This is an optimization exercise on Yosys and OpenROAD, whose aim is small area, not a production implementation.
The RTL was checked by simulation tests, not by an equivalence proof against the original design.
Power and IR drop assume default switching activity.

--- design.v ---
module myname(M,dotout,selout,clk,rst);
input clk;
input rst;
output wire [3:0] M;
output wire [15:0] dotout;
output reg [3:0] selout;
assign M=4'b0110;
reg [8:0] cnt;
reg [3:0] d;
wire [3:0] sel = selout;
wire [3:0] dn;
wire wrap = ~cnt[0] & ~cnt[1] & ~cnt[2] & ~cnt[4] & ~cnt[5] & ~cnt[6] & ~cnt[7];
always @(posedge clk) begin
  if(rst) begin selout<=4'd0; cnt<=9'd256; d<=4'd10; end
  else begin
    selout<=selout+4'd1;
    cnt<={cnt[7], cnt[6], cnt[5], cnt[4]^wrap, cnt[3], cnt[2], cnt[1], cnt[0]^wrap, cnt[8]^cnt[4]};
    if(wrap) d<=dn;
  end
end
wire n29, n30, n31, n32, n33, n34, n35, n36, n37, n38, n39, n40, n41, n42, n43, n44, n45, n46, n47, n49, n50, n51, n52, n53, n54, n55, n56, n57, n58, n59, n60, n61, n62, n63, n64, n65, n66, n67, n68, n69, n70, n71, n72, n73, n74, n75, n76, n77, n78, n79, n80, n81, n82, n83, n84, n85, n86, n87, n88, n89, n90, n91, n92, n93, n94, n95, n96, n97, n98, n99, n100, n101, n102, n103, n104, n105, n106, n107, n108, n109, n110, n111, n112, n113, n114, n115, n116, n117, n118, n119, n120, n121, n122, n123, n124, n125, n126, n127, n128, n129, n130, n131, n132, n133, n134, n135, n136, n137, n138, n140, n141, n142, n143, n144, n145, n146, n148, n149, n150, n151, n153, n155, n156, n157, n158, n159, n160, n161, n162, n163, n164, n165, n166, n167, n168, n171, n173, n174, n175, n177, n178, n179, n180, n181, n183, n184, n185, n186, n187, n188, n190, n191, n192, n193, n194, n195, n196, n199, n200, n201, n202, n204, n206, n208, n209, n211;
assign n29 = ~sel[0];
assign n30 = ~sel[1];
assign n31 = ~sel[2];
assign n32 = ~sel[3];
assign n33 = ~d[0];
assign n34 = ~d[1];
assign n35 = ~d[2];
assign n36 = ~d[3];
assign n37 = ~n30 & ~sel[2];
assign n38 = ~sel[0] & ~n32;
assign n39 = ~n38;
assign n40 = ~n37 | ~n39;
assign n41 = ~n35 & ~d[3];
assign n42 = ~d[1] & ~d[3];
assign n43 = ~n42;
assign n44 = ~d[2] | ~n42;
assign n45 = ~d[0] & ~d[3];
assign n46 = ~n33 | ~n42;
assign n47 = ~n35 & ~n46;
assign dotout[1] = ~n40 & ~n35 & ~n46;
assign n49 = ~dotout[1];
assign n50 = ~n30 & ~n32;
assign n51 = ~n50;
assign n52 = ~n29 & ~n30;
assign n53 = ~n30 & ~sel[3];
assign n54 = ~sel[1] & ~n32;
assign n55 = ~n53 & ~n54;
assign n56 = ~n52 & (~n30 | ~n38);
assign n57 = ~n55 & ~n56;
assign n58 = (~n35 | ~n57) & (~d[2] | ~n42 | ~n52);
assign n59 = ~sel[3] & ~n35;
assign n60 = ~n46 & ~n59;
assign n61 = ~d[3] & ~n59 & (~sel[3] | ~d[1]);
assign n62 = ~n33 & ~n61;
assign n63 = n58 | (~n60 & ~n62);
assign n64 = ~n51 & ~n63;
assign n65 = ~n29 & ~sel[3];
assign n66 = ~n38 & ~n65;
assign n67 = ~n66;
assign n68 = ~n37 & (~n30 | ~sel[2]);
assign n69 = ~n67 & ~n68;
assign n70 = ~sel[1] & ~sel[2];
assign n71 = ~sel[0] & ~sel[1];
assign n72 = ~n71;
assign n73 = ~sel[2] & ~n32;
assign n74 = ~n69 & (~n71 | ~n73);
assign n75 = ~n74;
assign n76 = ~n29 | ~sel[2];
assign n77 = ~d[1] & ~n76;
assign n78 = ~n51 | ~n77;
assign n79 = ~n29 | ~n32;
assign n80 = ~d[2] & ~n79;
assign n81 = ~n70 | ~n80;
assign n82 = ~n29 & ~n31;
assign n83 = ~n50 | ~n82;
assign n84 = ~n81 | ~n42 | ~n83;
assign n85 = n84 & (n55 | n65);
assign n86 = ~d[2] & ~n36;
assign n87 = ~d[3] & ~n31 & ~n32;
assign n88 = ~n78 | (~d[2] & ~n87 & ~n85);
assign n89 = ~n88;
assign n90 = ~n31 | ~n34;
assign n91 = ~sel[0] & ~n90;
assign n92 = ~n41 & ~n86;
assign n93 = ~n88 | ~d[0] | (~n82 & ~n91 & ~n92);
assign n94 = ~n93 | (~n46 & ~n74);
assign n95 = ~n30 | ~n94 | (~sel[0] & ~n33);
assign n96 = ~n66 & ~n95;
assign n97 = ~d[1] & ~n36;
assign n98 = ~n97;
assign n99 = ~n98 & ~n40 & ~n65;
assign n100 = ~n31 & ~d[0];
assign n101 = ~n57 & (~n29 | ~n32 | ~n100);
assign n102 = ~n33 & ~d[1];
assign n103 = ~d[0] | ~n42;
assign n104 = ~n43 & (~sel[3] | ~n33);
assign n105 = ~n31 & ~n52;
assign n106 = ~n105;
assign n107 = n104 & n101 & n105;
assign n108 = ~n99 & ~n107;
assign n109 = ~n51 & ~n108;
assign n110 = ~n34 & ~d[3];
assign n111 = ~n110;
assign n112 = ~n38 | (~n97 & ~n110);
assign n113 = ~n109 & ~n96 & (~n29 | ~n47 | ~n75);
assign n114 = ~n113 | (~n78 & ~n112);
assign n115 = ~n80 & (~n33 | ~d[2] | ~n65);
assign n116 = ~n33 & ~d[2];
assign n117 = ~n116;
assign n118 = ~n112 | (~n43 & ~n115);
assign n119 = ~n116 & ~n118;
assign n120 = ~n111 & ~n117;
assign n121 = ~n120 & ~n119 & (~n35 | ~n102);
assign n122 = (~n43 & ~n100 & ~n95) | (~n83 & ~n103);
assign n123 = ~n122;
assign n124 = ~d[2] & ~n123;
assign n125 = ~n30 & ~n31 & ~n124 & (~n67 | ~n120);
assign n126 = ~n72 | ~n121 | (~n30 & ~d[3]);
assign n127 = ~n125 & (~n31 | ~n63 | ~n126);
assign n128 = ~n127 | (~sel[1] & ~n31 & ~n121);
assign n129 = ~n114 & (~sel[2] | ~d[3] | ~n116);
assign n130 = n129 | n55 | n77;
assign n131 = ~n73 & (~sel[2] | ~n32);
assign n132 = ~n131;
assign n133 = ~n57 & ~n132;
assign n134 = ~n133;
assign n135 = ~n51 | (~n97 & ~n110);
assign n136 = ~n36 | ~n72;
assign n137 = ~n52 & ~n136;
assign n138 = ~n53 & ~n137;
assign dotout[8] = ~n128 | ~n130 | (~n134 & ~n138 & ~n135);
assign n140 = ~dotout[8];
assign n141 = ~n94 & (~n110 | ~dotout[8]);
assign n142 = ~n64 & ~n114 & (~n110 | ~n134 | ~n141);
assign n143 = ~n142;
assign n144 = ~n47 | ~n71;
assign n145 = ~n31 | ~n117;
assign n146 = (~n51 & ~n98 & ~n145) | (~sel[2] & ~n144);
assign dotout[2] = ~n84 & ~n146 & (~n33 | ~n142);
assign n148 = ~d[1] & ~n52;
assign n149 = ~n136 & ~n148 & ~n31 & ~sel[3];
assign n150 = ~n149 & (~n54 | ~n143);
assign n151 = n34 | n116 | n150;
assign dotout[3] = ~n123 | ~n151 | (~n49 & ~n65);
assign n153 = ~dotout[3] & (~n35 | ~n102 | ~d[3]);
assign dotout[4] = ~n142 | (~n133 & ~n153);
assign n155 = ~n44 & ~n131;
assign n156 = ~n72 | (~n29 & ~n132);
assign n157 = n156 & (sel[2] | n33);
assign n158 = ~n137 & ~n44 & ~n82;
assign n159 = ~n47 & ~n122 & ~n158;
assign n160 = n157 | n159;
assign n161 = n155 & (n75 | n160);
assign n162 = ~n160 & ~n71 & ~n155;
assign n163 = ~n97 | (~n37 & ~n132);
assign n164 = ~n163 & (~n106 | ~n117);
assign n165 = (~n37 | ~n39) & (~n72 | ~n116 | ~n73);
assign n166 = (~n106 & ~n135 & ~n119) | (~n111 & ~n165);
assign n167 = n164 | n96 | n166;
assign n168 = ~n162 & ~n161 & ~n167;
assign dotout[5] = ~n168;
assign dn[1] = ~n102 & (~n33 | ~n86) & (~d[2] | ~n98);
assign n171 = ~dn[1];
assign dotout[6] = ~n141 | (~n84 & ~n171) | (~n98 & ~n101);
assign n173 = ~n35 | ~n42 | ~n93;
assign n174 = (n140 & n173) | (n34 & n55 & n106);
assign n175 = n55 & (n30 | d[3]);
assign dotout[7] = ~n174 | (~d[1] & ~n104 & ~n145 & ~n175);
assign n177 = ~n43 & ~n116;
assign n178 = ~n141 & ~n177;
assign n179 = ~n79 & ~n140;
assign n180 = (n107 | n179 | n178) & (n36 | n76);
assign n181 = ~n168 & dotout[7];
assign dotout[9] = n181 | n146 | n180;
assign n183 = ~d[2] & ~n30 & ~sel[3];
assign n184 = ~sel[0] & ~n183;
assign n185 = ~n100 | (~n29 & ~n55);
assign n186 = (n33 | n35 | n56) & (n184 | n185);
assign n187 = ~n84 & ~n186;
assign n188 = n99 | n166;
assign dotout[10] = n181 | n124 | n187 | n188;
assign n190 = ~n145 | (~n70 & ~n177);
assign n191 = n45 | n90 | n138;
assign n192 = ~n190 | (~n116 & ~n191);
assign n193 = ~dotout[4] & ~n192;
assign n194 = ~n30 | ~d[2];
assign n195 = ~n194 & ~n29 & ~d[0];
assign n196 = ~n195 & ~n183 & ~n190;
assign dotout[11] = ~n193 & (~n191 | ~n196);
assign dotout[12] = ~n160 | (~n116 & ~n150);
assign n199 = ~sel[3] & ~n194;
assign n200 = ~n140 | (~n89 & ~n199);
assign n201 = ~n41 | (~n64 & ~n114);
assign n202 = ~dotout[2] | ~n200;
assign dotout[13] = ~n202 | (~n200 & ~n201 & ~dotout[2]);
assign n204 = n174 & (n29 | n31 | n194);
assign dotout[14] = ~n49 | (~n103 & ~n204);
assign n206 = ~n201 | (~n30 & ~n159);
assign dotout[15] = n206 & (n127 | n159);
assign n208 = ~d[2] | (~d[0] & ~d[3]);
assign n209 = ~n102 & (~n43 | ~n208);
assign dn[0] = ~n209 & (~n35 | ~n102);
assign n211 = ~n45 | (~d[1] & ~d[2]);
assign dn[2] = n208 & (n33 | n36) & (d[2] | n211);
assign dn[3] = ~n211 | (~n33 & ~n98);
assign dotout[0] = 1'b0;
endmodule
--- flow/run.sh ---
#!/bin/bash
# Own layout flow: the standard synthesis, then its combinational logic re-mapped
# with flow/abc.script (registers, their names and cell types unchanged), then
# the standard ORFS flow with single-size port buffers.
set -euo pipefail
HERE=$(pwd)
FLOWDIR=$HERE/flow
RES=$HERE/orfs/results/sky130hd/myname/base
LIB=$FLOW_HOME/platforms/sky130hd/lib/sky130_fd_sc_hd__tt_025C_1v80.lib
EXTRA=()
[[ -f $FLOWDIR/make_args.txt ]] && mapfile -t EXTRA < <(grep -v '^#' $FLOWDIR/make_args.txt | grep .)
bash standard.sh synth > standard_synth.log 2>&1
if [[ -f $FLOWDIR/abc.script ]]; then
  cp $RES/1_2_yosys.v $HERE/std_1_2_yosys.v
  cat > remap.ys <<EOT
read_liberty -overwrite -ignore_miss_func -setattr liberty_cell $LIB
blackbox sky130_fd_sc_hd__dfxtp_1 sky130_fd_sc_hd__dfxtp_2 sky130_fd_sc_hd__dfxtp_4
read_verilog $HERE/std_1_2_yosys.v
hierarchy -top myname
flatten
rename -hide w:*.*
opt_clean -purge
delete A:liberty_cell
read_liberty -lib $LIB
abc -script $FLOWDIR/abc.script -liberty $LIB
opt_clean -purge
hilomap -singleton -hicell sky130_fd_sc_hd__conb_1 HI -locell sky130_fd_sc_hd__conb_1 LO
stat -liberty $LIB
check -assert
write_verilog -noattr -nohex -nodec $RES/1_2_yosys.v
EOT
  yosys -l remap.log remap.ys > /dev/null 2>&1
  rm -f $RES/1_synth.odb $RES/1_synth.sdc
fi
bash standard.sh "${EXTRA[@]}" finish > standard_finish.log 2>&1
--- flow/abc.script ---
strash; dch; map -a
--- flow/make_args.txt ---
BUFFER_PORTS_ARGS=-buffer_cell sky130_fd_sc_hd__buf_1
--- standard.sh ---
#!/bin/bash
# synth_recipe.tcl (not shown) runs the flow's synth.tcl, then flattens the netlist and writes it again
# the make line also repeats each setting of config.mk as NAME=value (left out here)
make -C /OpenROAD-flow-scripts/flow DESIGN_CONFIG=/design/flow/config.mk WORK_HOME=/design/flow/orfs CLKGATE_MAP_FILE= SYNTH_SCRIPT=/design/flow/synth_recipe.tcl "${@:-finish}"
--- config.mk ---
export PLATFORM = sky130hd
export DESIGN_NAME = myname
export DESIGN_NICKNAME = myname
export VERILOG_FILES = /design/flow/design.v
export SDC_FILE = /design/flow/constraint.sdc
export NUM_CORES = 4
export LEC_CHECK = 0
export ABC_AREA = 1
export CAP_MARGIN = 20
export CORE_MARGIN = 2
export CORE_UTILIZATION = 30
export SLEW_MARGIN = 20
--- constraint.sdc ---
create_clock -name core_clock -period 5.0 [get_ports {clk}]
set_input_delay 1.0000 -clock core_clock [delete_from_list [all_inputs] [get_ports {clk}]]
set_output_delay 1.0000 -clock core_clock [all_outputs]
set_load 0.01 [all_outputs]
==> metrics.cfg, run 1 <==
[routing]
post_drt_wl_per_cell_um = 15.35
via_count = 2141
avgViaCountPerCell = 5.476
dr.pass1.iters = 6
final_antenna_net_count = 0
dr.first_iter.drc_count = 386
drc = 0
wl_um = 6000

[floorplan]
ios = 26
core_mm2 = 0.004755
initial_utilization = 0.3137
die_x_um = 74.51
rows = 25
die_area_mm2 = 0.005552
die_y_um = 74.51

[place]
port_buffers = 20
place.gp.congestion = 1.066
dp_hpwl_um = 4460

[synth]
synth_area_per_cell_um2 = 5.649
ys_warn_count = 1
netlist_area_mm2 = 0.001491
synthCells = 264

[sta]
setup_viol_count_final = 0
fin_crit_ps = 4785
tns_ps = 0
max_freq_mhz = 209.0
slew_headroom = 0.6326
grt_setup_unrepaired = false
finClkSkew_ps = 1.616
worst_pin_slew_ps = 537.3
finalMaxSlewViolations = 0
hold_viol = 0
min_period_over_period = 0.9570

[worst_setup_path]
cp.arrival_ps = 3790
r2r-end = d[1]
crit_slowest_cell = dfxtp_4
cp.required_ps = 4000
crit_path_end_kind = output port
crit_family = compound AO/OA/AOI/OAI gates
path_depth = 22
cp_num_buf_inv = 3
slowest_delay_ps = 380
critPathLaunchType = register
r2r_cells = 8
cp_cell_sequence = buf_4, nor2_1, nor2_2, clkinv_1, nor2_1, a21oi_1, nand2_1, nor2_1, o21ai_0, nand2_1, a211oi_1, o31ai_1, a21oi_1, nand2_2, a21oi_2, a31oi_2, o32ai_2, nand3_1, nand2_1, o21ai_2, a41oi_2, buf_2
crit_fanout = 8
timing.rr.start = d[3]
crit_type = register to output port
r2r_slack_ps = 3120
crit_start = selout[1]

[finish]
final_layout_size_suffix_gt1_frac = 0.2407
seqCellArea_um2 = 356.6
areaGrowthSynthToFinish_pct = 39.77
final_nets = 327
multi_input_area_mm2 = 0.001094
antenna_cells = 0
n_fill_cell = 540
final_util = 0.4384

[min_path]
hold_path_startpoint = cnt[3]
worstHoldPathCells = 2
hold_class = register to register
hold_end = cnt[4]

[pwr]
cellLeakagePower_uw = 0.0008106
ir_drop_mv = 0.2359
finalPower_uw = 559.1
power_density_mw_per_mm2 = 268.2

[global_route]
antenna_found_initial = 0
grt_usage = 0.2097
grt_max_degree = 13
grt_pass1_vias = 1879
grt_pass1_wl_um = 8976
grt_overflow = 0

[flow_run]
cap_violations = 0

[cts]
numCtsBuffers = 3
cts_root_buffer = clkbuf_8
cts_tree = done
clk_latency_ps = 250
path_clk_slew_ps = 60
cts.htree.levels = 1
cts.path.max_buffers = 2
hold_buffers = 0
cts_num_sinks = 17

[outcome]
status = finished clean

[layer usage]
metal,vias up,track usage,share of wire,wire (um)
li1,1023,-,-,-
met1,929,0.2671,0.39,2357
met2,141,0.3235,0.44,2625
met3,48,0.04743,0.11,668
met4,0,0.1230,0.058,349
met5,-,0,0,0
[cell type report]
class	instances	area share
clock inverters	1	0.002401
well taps	67	0.04022
flip-flops and latches	17	0.1711
repair buffers	53	0.1561
inverters	45	0.08583
clock buffers	3	0.01981
multi-input cells	205	0.5246
[state kept, by name (all words and copies together), names as in the netlist]
name and flops:
cnt 9, d 4, selout 4
[through the flow]
step	hold slack [ps]	std cells	cell area [um2]	setup slack (ps)
after floorplan	383.3	267	1503	47.48
after global placement	383.9	373	1804	97.81
after detailed placement	391.5	373	1804	92.29
after CTS	401.1	377	1861	12.87
after global routing	417.5	391	2085	7.711
final	396.4	391	2085	214.9
[tightest hold or removal path: stages (launching register included)]
cell      delay [ps]
dfxtp_1          300
clkinv_1          30
nor2_1            30
[how the worst max path moves through the flow]
stage	slack, ps	to
floorplan	50	dotout[11]
global placement	100	dotout[10]
detailed placement	90	dotout[11]
CTS	10	dotout[11]
global route	8	dotout[11]
finish	210	dotout[11]
[report_power, final]
| group | leakage (uW) | internal, uW | total [uW] | switching [uW] |
|---|---|---|---|---|
| registers | 0.000143 | 150 | 173 | 22.5 |
| clock network | 0.0000255 | 55.2 | 100 | 45.0 |
| logic | 0.000642 | 104 | 286 | 182 |
[placed cells by master, fill, tap and decap left out, types with 3 or more instances in the layout]
master	instances
clkbuf_8	3
dfxtp_4	4
o22ai_1	3
buf_1	18
nor2_2	7
o21ai_0	15
inv_2	7
clkinv_1	35
buf_4	33
conb_1	5
nand3_1	5
o211ai_1	4
a21oi_1	18
nor2_1	66
nor2_4	5
nor3_1	11
nor4_1	5
nand2_1	30
dfxtp_1	12
[what timing repair did]
item | CTS | global route
resized for setup | 3 | 46
setup endpoints to repair | 5 | 9
setup buffers | 0 | 14
pin swaps | 0 | 12
gates cloned | 0 | 0
==> run 2, diff against run 1 <==
==> flow/abc.script (replaced) <==
strash; dch; map -B 0.9
==> run 2 against run 1 <==
Net effect: cell count grew 1.8%; die area grew 4.8%; total power shrank 6.9%; sequential share of layout area grew 1.4 points; combinational power shrank 15%; synthesized cell count grew 11%; still clean; core utilization shrank 7.6 points; largest cell class unchanged; critical endpoint unchanged.
==> metrics.cfg, run 2 <==
[outcome]
status = finished clean  ; unchanged

[global_route]
grt_max_degree = 13  ; unchanged
antenna_found_initial = 0  ; unchanged
grt_usage = 0.2039  ; was 0.2097
grt_pass1_wl_um = 9611  ; was 8976 um
grt_pass1_vias = 2035  ; was 1879
grt_overflow = 0  ; unchanged

[floorplan]
die_y_um = 76.26  ; was 74.51 um
core_mm2 = 0.005075  ; was 0.004755 mm2
initial_utilization = 0.3087  ; was 0.3137
die_area_mm2 = 0.005816  ; was 0.005552 mm2
die_x_um = 76.26  ; was 74.51 um
ios = 26  ; unchanged
rows = 26  ; was 25

[routing]
drc = 0  ; unchanged
dr.pass1.iters = 8  ; was 6
final_antenna_net_count = 0  ; unchanged
post_drt_wl_per_cell_um = 15.01  ; was 15.35 um
via_count = 2204  ; was 2141
wl_um = 5975  ; was 6000 um
avgViaCountPerCell = 5.538  ; was 5.476
dr.first_iter.drc_count = 242  ; was 386

[pwr]
clockPowerShare = 0.190  ; was 0.179
p_seq_frac = 0.343  ; was 0.309
finalPower_uw = 520.3  ; was 559.1 uW
power.switching_uw = 243.4  ; was 249.2 uW
internal_power_uw = 276.9  ; was 309.9 uW
power_density_mw_per_mm2 = 282.5  ; was 268.2 mW/mm2
cellLeakagePower_uw = 0.0008006  ; was 0.0008106 uW
switching_share = 0.4678  ; was 0.4457
ir_drop_mv = 0.1930  ; was 0.2359 mV
combPwrFrac = 0.467  ; was 0.511

[finish]
final_nets = 331  ; was 327
areaGrowthSynthToFinish_pct = 17.57  ; was 39.77%
largest_reg_flops = 9  ; unchanged
largest_register = cnt  ; unchanged
mostFrequentLayoutCells = nand2_1 (82), clkinv_1 (53), nor2_1 (49)  ; was nor2_1 (66), clkinv_1 (35), buf_4 (33)
final_layout_size_suffix_gt1_frac = 0.03963  ; was 0.2407
top_regs = cnt x9, d x4, selout x4  ; unchanged
antenna_cells = 0  ; unchanged
n_fill_cell = 617  ; was 540
final_common_cell = nand2_1  ; was nor2_1
final_util = 0.3629  ; was 0.4384

[sta]
tns_ps = 0  ; unchanged
min_period_over_period = 0.9097  ; was 0.9570
worst_pin_slew_ps = 526.9  ; was 537.3 ps
finalMaxSlewViolations = 0  ; unchanged
fin_crit_ps = 4548  ; was 4785 ps
setup_ws_ps = 451.6  ; was 214.9 ps
slew_headroom = 0.6443  ; was 0.6326
grt_setup_unrepaired = false  ; unchanged
setup_viol_count_final = 0  ; unchanged
max_freq_mhz = 219.9  ; was 209.0 MHz
hold_viol = 0  ; unchanged
finClkSkew_ps = 1.495  ; was 1.616 ps

[cts]
numCtsBuffers = 3  ; unchanged
cts_tree = done  ; unchanged
cts_root_buffer = clkbuf_8  ; unchanged
clk_latency_ps = 250  ; about the same
cts.htree.levels = 1  ; unchanged
cts.path.max_buffers = 2  ; unchanged
cts_num_sinks = 17  ; unchanged
path_clk_slew_ps = 60  ; about the same
post_cts_buffers = 0  ; unchanged
hold_buffers = 0  ; unchanged

[synth]
ys_warn_count = 1  ; unchanged
synthCells = 294  ; was 264
synth_area_per_cell_um2 = 5.328  ; was 5.649 um2
netlist_area_mm2 = 0.001567  ; was 0.001491 mm2

[worst_setup_path]
crit_type = register to output port  ; unchanged
slowest_delay_ps = 560  ; was 380 ps
cp_cell_sequence = clkinv_1, nor2_2, clkinv_1, nor2_1, nor2_1, nand4_1, nand3_1, nand3_1, nand3_1, nand2_1, nand2_1, nand2_1, nand2_1, nand2_1, nand2_1, nand3_1, nand2_1, nand3_1, nand2_1, clkinv_1, buf_1  ; was buf_4, nor2_1, nor2_2, clkinv_1, nor2_1, a21oi_1, nand2_1, nor2_1, o21ai_0, nand2_1, a211oi_1, o31ai_1, a21oi_1, nand2_2, a21oi_2, a31oi_2, o32ai_2, nand3_1, nand2_1, o21ai_2, a41oi_2, buf_2
cp.required_ps = 4000  ; about the same
crit_start = d[0]  ; was selout[1]
cp.arrival_ps = 3550  ; was 3790 ps
cpMostUsedCell = nand2_1
crit_path_end_kind = output port  ; unchanged
r2r-end = d[0]  ; was d[1]
crit_slowest_cell = dfxtp_1  ; was dfxtp_4
r2r_cells = 5  ; was 8
crit_fanout = 11  ; was 8
critPathLaunchType = register  ; unchanged
timing.rr.start = d[0]  ; was d[3]
r2r_slack_ps = 2950  ; was 3120 ps

[place]
port_buffers = 20  ; unchanged
place_ws_ps = 607.7  ; was 92.29 ps
place.gp.congestion = 1.034  ; was 1.066
dp_hpwl_um = 4847  ; was 4460 um

[min_path]
hold_end = cnt[4]  ; unchanged
worstHoldPathCells = 2  ; unchanged
hold_class = register to register  ; unchanged
hold_path_startpoint = cnt[3]  ; unchanged

[flow_run]
cap_violations = 0  ; unchanged

==> run 2: cell types whose count changed in the layout (fill, tap and decap cells not counted), moves of 6 or more <==
cell / change
nor2_1: -17
nand2_1: +52
nor2_2: -6
buf_4: -26
nor3_1: -11
nand3_1: +23
inv_2: -7
clkinv_1: +18
==> run 2: timing repair <==
item,CTS,global route
endpoints found under the hold margin,0,0
setup endpoints to repair,0,3
gates resized for setup,0,1
==> run 2: through the flow <==
step                cell area, um2  cells  hold WS (ps)
floorplan                     1578    297         383.3
global placement              1793    394         388.5
detailed placement            1793    394         395.8
CTS                           1839    398         404.2
global route                  1842    398         421.6
finish                        1842    398         401.7
==> run 2: worst max-delay path by stage <==
stage	endpoint	slack (ps)	depth (start not counted)
finish	dotout[11]	450	21
global route	dotout[11]	110	21
CTS	dotout[11]	330	21
detailed placement	dotout[11]	610	21
global placement	dotout[11]	460	21
floorplan	dotout[9]	1330	16
==> run 2: cell type report <==
type                    instances  area, um2  share of cell area
clock buffers                   3      41.29             0.02242
well taps                      70      87.58             0.04755
repair buffers                 27      127.6             0.06929
multi-input cells             227       1041              0.5652
inverters                      53      198.9              0.1080
clock inverters                 1      5.005            0.002717
flip-flops and latches         17      340.3              0.1848
==> run 2: metal layers <==
| layer | wire length (um) | GRT usage |
|---|---|---|
| met2 | 2642 | 0.3265 |
| met1 | 2262 | 0.2395 |
| met5 | 0 | 0 |
| met4 | 568 | 0.1745 |
| met3 | 502 | 0.02725 |
==> run 2: power groups by stage <==
| stage | sequential, uW | clock, uW | combinational, uW |
|---|---|---|---|
| final | 178 | 98.9 | 243 |
| after global routing | 181 | 109 | 267 |
| after CTS | 178 | 105 | 237 |
| after detailed placement | 181 | 0 | 236 |
| after global placement | 181 | 0 | 245 |
| after floorplan | 173 | 0 | 162 |
==> run 2: critical path: cells and delay by family, from the launching register on <==
family | cells | cell delay (ps)
simple gates | 17 | 1860
buf+inv | 4 | 880
flops | 1 | 560

port drivers added, routing unchanged:
The results above use ideal ports. As a check the final layouts listed here were re-extracted and re-timed, cells and wires unchanged. Step 1 assumes that a clkbuf_16 drives the clock port and a buf_2 every other input. Step 2 adds t to the input delays and takes it off the output delays; t is the mean of the earliest and latest rising clock arrival at the registers after step 1. Input paths then give back, and output paths get back, about the clock's delay inside the block. Three values: ideal, step 1, step 2; two values: the first two.
| run | t, ns | slack for setup (ns) | worst setup path at the end | worst register clock-pin slew, ns | worst slew at a driven data input, ns |
|---|---|---|---|---|---|
| run 1 | 0.267 | 0.215 / 0.195 / 0.462 | register to output | 0.06 / 0.06 | 0.03 |
| run 2 | 0.266 | 0.452 / 0.431 / 0.696 | register to output | 0.06 / 0.06 | 0.03 |
After both steps setup and hold are still met in every run listed.
